Context: an optimization exercise on an open-source flow, tuned for small area. The choices shown serve that exercise and are no tape-out recipe. Function was checked by simulation only, so behaviour that the tests miss may differ from the original. Power is estimated from default activity; no workload was simulated.

==> module axis_jtag_v1_0, before the edit <==
module axis_jtag_v1_0 #
(
   parameter integer C_S_AXIS_DATA_WIDTH   = 64,
   parameter integer C_S_AXIS_DATA_LENGTH  = 32,
   parameter integer C_TCK_CLOCK_RATIO     = 4
)
(
   input  wire                                  channel,
   input  wire                                  s_axis_aclk,
   input  wire                                  s_axis_aresetn,
   input  wire [C_S_AXIS_DATA_WIDTH-1 : 0]      s_axis_tdata,
   input  wire                                  s_axis_tvalid,
   output wire                                  s_axis_tready,
   input  wire [7 : 0]                          s_axis_tkeep,
   input  wire                                  s_axis_tlast,
   output wire                                  TCK_0,
   output wire                                  TMS_0,
   output wire                                  TDI_0,
   input  wire                                  TDO_0,
   output wire                                  TCK_1,
   output wire                                  TMS_1,
   output wire                                  TDI_1,
   input  wire                                  TDO_1
);
   reg  [7:0]  c;
   reg  [30:0] a;
   reg  [30:0] b;
   reg         tms_r;
   reg         tdi_r;
   wire        active = ~c[7];
   wire        pull   = c[7] & c[0];
   wire        ready  = c[7] & c[1];
   wire        turn   = ~(pull | ready);
   wire        inc    = ~(pull & ~s_axis_tvalid);
   always @(posedge s_axis_aclk) begin
      if (!s_axis_aresetn)
         c <= 8'd128;
      else if (ready)
         c <= 8'd0;
      else
         c <= c + {7'd0, inc};
   end
   wire [30:0] du = {s_axis_tdata[16], s_axis_tdata[1], s_axis_tdata[17], s_axis_tdata[2], s_axis_tdata[18], s_axis_tdata[3], s_axis_tdata[19], s_axis_tdata[4], s_axis_tdata[20], s_axis_tdata[5], s_axis_tdata[21], s_axis_tdata[6], s_axis_tdata[22], s_axis_tdata[7], s_axis_tdata[23], s_axis_tdata[8], s_axis_tdata[24], s_axis_tdata[9], s_axis_tdata[25], s_axis_tdata[10], s_axis_tdata[26], s_axis_tdata[11], s_axis_tdata[27], s_axis_tdata[12], s_axis_tdata[28], s_axis_tdata[13], s_axis_tdata[29], s_axis_tdata[14], s_axis_tdata[30], s_axis_tdata[15], s_axis_tdata[31]};
   wire [30:0] dv = {s_axis_tdata[33], s_axis_tdata[49], s_axis_tdata[34], s_axis_tdata[50], s_axis_tdata[35], s_axis_tdata[51], s_axis_tdata[36], s_axis_tdata[52], s_axis_tdata[37], s_axis_tdata[53], s_axis_tdata[38], s_axis_tdata[54], s_axis_tdata[39], s_axis_tdata[55], s_axis_tdata[40], s_axis_tdata[56], s_axis_tdata[41], s_axis_tdata[57], s_axis_tdata[42], s_axis_tdata[58], s_axis_tdata[43], s_axis_tdata[59], s_axis_tdata[44], s_axis_tdata[60], s_axis_tdata[45], s_axis_tdata[61], s_axis_tdata[46], s_axis_tdata[62], s_axis_tdata[47], s_axis_tdata[63], s_axis_tdata[48]};
   always @(posedge s_axis_aclk) begin
      a <= ~((du & {31{pull}}) | (dv & {31{ready}}) |
             ({b[29:0], b[30]} & {31{turn}}));
      b <= a;
   end
   always @(posedge s_axis_aclk) begin
      if (c[1] & (c[0] | c[7])) begin
         tms_r <= ready ? s_axis_tdata[0]  : ~a[0];
         tdi_r <= ready ? s_axis_tdata[32] : b[0];
      end
   end
   wire tck = active & c[1];
   wire tms = active & tms_r;
   wire tdi = active & tdi_r;
   assign s_axis_tready = ready;
   assign TCK_0 = ~channel & tck;
   assign TMS_0 = ~channel & tms;
   assign TDI_0 = ~channel & tdi;
   assign TCK_1 =  channel & tck;
   assign TMS_1 =  channel & tms;
   assign TDI_1 =  channel & tdi;
endmodule
clock: 10.0 ns
lec_check: 0
cap_margin: 20
core_margin: 2
core_utilization: 35
slew_margin: 20
standard.sh (not shown) runs the stock make flow with config.mk's settings and CLKGATE_MAP_FILE= SYNTH_SCRIPT=/design/flow/synth_recipe.tcl, a recipe that flattens the netlist after the stock synthesis.
==> flow/flow/run.sh <==
#!/bin/bash
# Layout flow: the standard ORFS flow (standard.sh) with three changes:
#  - synthesis maps the logic with an area-oriented ABC script (abc.script);
#    the registers are the standard synthesis's (ABC does not touch them);
#  - port buffers are the smallest buffer, sky130_fd_sc_hd__buf_1;
#  - clock tree synthesis without dummy loads.
# Each tool's output goes to the ORFS logs; make's output to standard.log.
set -euo pipefail
here=$(pwd)
cp flow/abc.script "$here/abc_area_opt.script"
cat > "$here/synth_opt.tcl" <<TCL
proc abc {args} {
  set i [lsearch -exact \$args -script]
  if { \$i >= 0 } { lset args [expr { \$i + 1 }] $here/abc_area_opt.script }
  yosys abc {*}\$args
}
source $here/synth_recipe.tcl
TCL
sed "s#SYNTH_SCRIPT=[^ ]*#SYNTH_SCRIPT=$here/synth_opt.tcl#" standard.sh > standard_opt.sh
export BUFFER_PORTS_ARGS="-buffer_cell sky130_fd_sc_hd__buf_1"
export CTS_ARGS="-sink_clustering_enable -repair_clock_nets -dont_use_dummy_load -buf_list sky130_fd_sc_hd__clkbuf_4"
bash standard_opt.sh > standard.log 2>&1
==> flow/flow/abc.script <==
strash
dc2
dch -f
amap
The first run completed with no timing, DRC or antenna violations.
Rerun with:
--- a/flow/design.v
+++ b/flow/design.v
@@ -50,13 +50,13 @@
    end
    always @(posedge s_axis_aclk) begin
       if (c[1] & (c[0] | c[7])) begin
-         tms_r <= ready ? s_axis_tdata[0]  : ~a[0];
-         tdi_r <= ready ? s_axis_tdata[32] : b[0];
+         tms_r <= ready ? ~s_axis_tdata[0]  : a[0];
+         tdi_r <= ready ? ~s_axis_tdata[32] : ~b[0];
       end
    end
    wire tck = active & c[1];
-   wire tms = active & tms_r;
-   wire tdi = active & tdi_r;
+   wire tms = active & ~tms_r;
+   wire tdi = active & ~tdi_r;
    assign s_axis_tready = ready;
    assign TCK_0 = ~channel & tck;
    assign TMS_0 = ~channel & tms;
Result:
- final area is about the same
- wire length went down by about 0.5%
- count of clock-buffer cells in the layout does not change
- die area went down by 0.48%
- hold slack loses 0.0076 ns
- combinational power is about the same
- synthesized area fell by about 0.5%
- power hardly moves

==> separate check: timing with driven ports <==
In the flow no input, the clock included, has a driving cell. The finished layouts below were timed again as built, in two steps.
Step 1, drivers: a clkbuf_16 drives s_axis_aclk and a buf_2 each remaining input, both assumed.
Step 2 moves the port delays by t, midway between the first and last clock arrival at a register: inputs arrive t later, outputs are due t later. That takes back most of the time a late clock gives input paths.
Three values: no drivers, after step 1, after step 2; two values: the first two.
run | t, ns | setup WS [ns] | slew at the worst register clock pin (ns) | cell pins on the clock port's net
the first run | 0.407 | 5.365 / 5.341 / 5.341 | 0.11 / 0.11 | 1
the second run | 0.400 | 5.364 / 5.342 / 5.342 | 0.11 / 0.11 | 1
After both steps setup and hold are still met in every run listed. The setup slack of the first run, which loses most, moves by -0.024 ns with the drivers and by -0.024 ns with both steps.
